This is an optimization exercise on Yosys and OpenROAD, whose aim is small area, not a production implementation. Where RTL was checked, it was by simulation tests only, not by an equivalence proof against the original. Power and IR drop assume default switching activity.

==> inputs of v3 <==
==> flow/design.v (excerpt) <==
module mag_dig_top #(
  parameter ADC_BITS=10,
  parameter W=24,
  parameter FRAC=12,
  parameter LOG2_OSR_MAX=8
)(
  input                 clk,
  input                 rst_n,
  input  [ADC_BITS-1:0] adc_code,
  input                 adc_valid,
  input  [1:0]          mux_sel,
  input  sclk,
  input  cs_n,
  input  mosi,
  output miso,
  input  [31:0]         version_id
);
clock: 55.0 ns
lec_check: 0
abc_area: 1
cap_margin: 20
core_margin: 2
core_utilization: 45
cts_cluster_diameter: 70
cts_cluster_size: 22
gpl_timing_driven: 0
place_density: 0.6
slew_margin: 20
run.sh (not shown) runs the stock make flow with config.mk's settings and CLKGATE_MAP_FILE= SYNTH_SCRIPT=/design/flow/synth_recipe.tcl, a recipe that flattens the netlist after the stock synthesis.
==> v13: changes against v3 <==
--- a/flow/design.v
+++ b/flow/design.v
@@ -174,19 +174,18 @@
   wire [23:0] cwd = ({24{w_R2}} & R2[23:0]) | ({24{w_CNT}} & cnt_new) | ({24{w_DEC}} & {5'd0, T[23:5]}) |
                     ({24{w_N}} & NEXT) | ({24{w_N2}} & NEXT2) | ({24{w_T}} & T) |
                     ({24{w_S1}} & sat25(R1[24:0])) | ({24{w_S2}} & sat25(R2)) | ({24{w_R1}} & R1[23:0]);
   wire cwe = rtCR & ((rtC & (P[0] | P[1])) | (ev_r & (P[2] | P[7] | P[8] | P[9] | P[10] | P[11] | P[12] | P[13] | P[14])) |
                      (sl_r & (P[5] | P[6])) | P[15]);
   always @(posedge clk) begin
     if (rtCR) begin
-      if (P[0]) begin T <= rq; ev_r <= ev; sl_r <= sl; end
+      if (P[0]) begin ev_r <= ev; sl_r <= sl; end
       if (P[1]) flo <= HEAD[18];
-      if (P[2] & ~ev_r) T <= {HEAD[18:0], 5'd0};
-      if (P[3] | P[6]) T <= R2[23:0];
-      if (P[4]) T <= rq;
+      if (P[0] | (P[2] & ~ev_r) | P[3] | P[4] | P[6])
+        T <= ({24{P[0] | P[4]}} & rq) | ({24{P[2]}} & {HEAD[18:0], 5'd0}) | ({24{P[3] | P[6]}} & R2[23:0]);
       if (P[7]) cond_r <= cond & ev_r;
       if (P[8] | P[10] | P[11]) S <= R1;
       if (P[9] | P[12] | P[13]) S2 <= R2;
     end else begin
       ev_r <= 1'b0; sl_r <= 1'b0;
       if (P[1] | P[2] | P[4] | P[5] | P[7] | P[8]) S2 <= sx25(sat25(R2));
       if (P[3])  OUT0 <= sat25(R2);
@@ -234,20 +233,24 @@
   always @* begin
     rv = 32'd0; rring = 1'b0; rg = 1'b0; rax = ra[1:0]; rslot = 4'd0; rsgn_l = 1'b0;
     case (ra)
       7'h00: rv = 32'h4D41474D;
       7'h01: rv = version_id;
       7'h02: rv = {28'd0, st, n60, n50, 1'b0};
       7'h04: rv = {crc_error, 31'd0};
+      7'h19: rv = {24'd0, alpha};
+      7'h1A: rv = {24'd0, osr};
+      7'h50: rv = sx32(OUT0);
+      7'h51: rv = sx32(OUT1);
+      7'h52: rv = sx32(OUT2);
+      7'h53: rv = MAG;
       7'h10, 7'h11, 7'h12: begin rring = 1'b1; rslot = 4'd3; rsgn_l = offs[ra[1:0]]; end
       7'h14, 7'h15, 7'h16: begin rring = 1'b1; rslot = 4'd4; rsgn_l = gains[ra[1:0]]; end
       7'h40, 7'h41, 7'h42: begin rring = 1'b1; rslot = 4'd5; rsgn_l = slope24[ra[1:0]]; end
       7'h18: begin rring = 1'b1; rg = 1'b1; rslot = 4'd9;  end
-      7'h19: rv = {24'd0, alpha};
-      7'h1A: rv = {24'd0, osr};
       7'h1B: begin rring = 1'b1; rg = 1'b1; rslot = 4'd12; end
       7'h1C: begin rring = 1'b1; rg = 1'b1; rslot = 4'd14; end
       7'h1D: begin rring = 1'b1; rg = 1'b1; rslot = 4'd13; end
       7'h1E: begin rring = 1'b1; rg = 1'b1; rslot = 4'd11; end
       7'h1F: begin rring = 1'b1; rg = 1'b1; rslot = 4'd0;  end
       7'h20: begin rring = 1'b1; rg = 1'b1; rslot = 4'd15; end
       7'h30: begin rring = 1'b1; rg = 1'b1; rslot = 4'd1;  end
@@ -255,18 +258,14 @@
       7'h32: begin rring = 1'b1; rg = 1'b1; rslot = 4'd3;  end
       7'h33: begin rring = 1'b1; rg = 1'b1; rslot = 4'd4;  end
       7'h34: begin rring = 1'b1; rg = 1'b1; rslot = 4'd5;  end
       7'h35: begin rring = 1'b1; rg = 1'b1; rslot = 4'd6;  end
       7'h36: begin rring = 1'b1; rg = 1'b1; rslot = 4'd7;  end
       7'h37: begin rring = 1'b1; rg = 1'b1; rslot = 4'd8;  end
       7'h38: begin rring = 1'b1; rg = 1'b1; rslot = 4'd10; end
-      7'h50: rv = sx32(OUT0);
-      7'h51: rv = sx32(OUT1);
-      7'h52: rv = sx32(OUT2);
-      7'h53: rv = MAG;
       default: ;
     endcase
   end
   wire [3:0]  gpos = ph + 4'd15 - rslot;
   wire [15:0] gmsb = {G[383], G[359], G[335], G[311], G[287], G[263], G[239], G[215],
                       G[191], G[167], G[143], G[119], G[95],  G[71],  G[47],  G[23]};
   wire        gsgn = gmsb[gpos];
@@ -295,14 +294,20 @@
       7'h36: wslot = 4'd7;
       7'h37: wslot = 4'd8;
       7'h38: wslot = 4'd10;
       default: wring = 1'b0;
     endcase
   end
   wire commit_cyc = srise & (fc == 6'd47) & ~rw;
+  wire rd_dec = ~cs_n & srise & (fc == 6'd7) & cmd[6];
+  wire cmd_ld = rd_dec;
+  wire cmd_sh = ~cs_n & ~rd_dec & ((srise & (fc < 6'd8)) | (sfall & rw & (fc >= 6'd8) & (fc < 6'd16)));
+  wire sh_ld  = rd_dec & ~rring;
+  wire sh_cap = cap & (ph == cap_slot);
+  wire sh_sh  = ~cs_n & ~sh_cap & ((srise & ~rw & (fc >= 6'd8) & (fc < 6'd40)) | (sfall & rw & (fc >= 6'd16) & (fc < 6'd40)));
   assign wp_g = wg;
   assign wp_ax = wa[1:0];
   assign wp_slot = wslot;
   wire crc_ok = (lf_next == 8'd0);
   always @(posedge clk or negedge rst_n) begin
     if (!rst_n) begin
       sclk_d <= 1'b0; sclk_dd <= 1'b0; cs_d <= 1'b1;
@@ -335,36 +340,34 @@
   end
   always @(posedge clk) begin
     if (cs_n) begin
       fc <= 6'd0; lf <= 8'd0;
     end else begin
       if (srise) begin
         fc <= fc + 6'd1;
-        if (fc < 6'd8) cmd <= {cmd[6:0], mosi};
         if (fc == 6'd7) rwr <= cmd[6];
         if (fc < 6'd40 || !rw) lf <= lf_next;
-        if (fc >= 6'd8 && fc < 6'd40 && !rw) SH <= {SH[22:0], mosi};
-        if (fc == 6'd7 && cmd[6]) begin
-          if (rring) cmd <= {8{rsgn}};
-          else begin cmd <= rv[31:24]; SH <= rv[23:0]; end
-        end
       end
       if (sfall && rw) begin
-        if (fc >= 6'd8 && fc < 6'd16) begin miso_r <= cmd[7]; cmd <= {cmd[6:0], 1'b0}; end
-        else if (fc >= 6'd16 && fc < 6'd40) begin miso_r <= SH[23]; SH <= {SH[22:0], 1'b0}; end
+        if (fc >= 6'd8 && fc < 6'd16) miso_r <= cmd[7];
+        else if (fc >= 6'd16 && fc < 6'd40) miso_r <= SH[23];
         else if (fc >= 6'd40 && fc < 6'd48) begin miso_r <= lf[7]; lf <= {lf[6:0], 1'b0}; end
       end
     end
-    if (cap & (ph == cap_slot)) SH <= cap_g ? GH : HEAD;
+    if (cmd_ld | cmd_sh)
+      cmd <= ({8{cmd_ld & rring}} & {8{rsgn}}) | ({8{cmd_ld & ~rring}} & rv[31:24]) | ({8{cmd_sh}} & {cmd[6:0], mosi});
+    if (sh_ld | sh_cap | sh_sh)
+      SH <= ({24{sh_ld}} & rv[23:0]) | ({24{sh_cap & cap_g}} & GH) | ({24{sh_cap & ~cap_g}} & HEAD) |
+            ({24{sh_sh}} & {SH[22:0], mosi});
   end
-  wire [23:0] BUS = sweep ? (P[4] ? 24'h001000 : 24'd0) : lland ? SH : cwd;
+  wire [23:0] BUS = ({24{~sweep}} & (cwd | ({24{lland}} & SH))) | {11'd0, sweep & P[4], 12'd0};
   wire weX = sweep | (cwe & (wax == 2'd0)) | (lland & (wp_ax == 2'd0));
   wire weY = sweep | (cwe & (wax == 2'd1)) | (lland & (wp_ax == 2'd1));
   wire weZ = sweep | (cwe & (wax == 2'd2)) | (lland & (wp_ax == 2'd2));
-  wire [23:0] Gin = sweep ? 24'd0 : gland ? SH : GH;
+  wire [23:0] Gin = ({24{~sweep & gland}} & SH) | ({24{~sweep & ~gland}} & GH);
   always @(posedge clk) begin
     LX <= {LX[359:0], weX ? BUS : LX[360 +: 24]};
     LY <= {LY[359:0], weY ? BUS : LY[360 +: 24]};
     LZ <= {LZ[359:0], weZ ? BUS : LZ[360 +: 24]};
     G  <= {G[359:0], Gin};
   end
 endmodule
CTS_CLUSTER_DIAMETER = 85   (was 70)
CTS_CLUSTER_SIZE = 30   (was 22)
==> comparison <==
Routed wire length: v13 is lower than v3 (about 7%).
Of v3 and v13, v3 has the higher non-clock buffer count (gap 28).
Against v3, the design area of v13 is lower by about 2.3%.
Critical path depth: v3 is higher than v13 (2).
Against v3, the power of v13 is smaller by about 7%.
Between v13 and v3, the lower worst hold slack is in v3 (gap 0.035 ns).
Count of clock-buffer cells in the layout: v3 is higher than v13 (39).
Setup slack: v13 is lower than v3 (1.2 ns).
Only the layout flow was run in v3; the RTL was not checked for function there.

==> afterwards: timing with drivers on the ports <==
In the flow no input, the clock included, has a driving cell. The finished layouts below were timed again as built, in two steps. Step 1 assumes that a clkbuf_16 drives the clock port and a buf_2 every other input. Step 2, shift: input delay + t, output delay - t, t = (earliest + latest rising clock arrival at the registers) / 2. This alone moves slack from input paths to output paths. Slacks: ideal ports / drivers / drivers and shift; pairs: ideal ports / drivers.
run | t, ns | setup WS [ns] | worst register clock-pin slew, ns | worst data-port slew with drivers (ns)
v3 | 0.865 | 29.511 / 29.511 / 29.511 | 0.10 / 0.10 | 0.09
v13 | 0.829 | 28.316 / 28.316 / 28.316 | 0.12 / 0.12 | 0.08
After both steps every run listed still meets setup and hold.
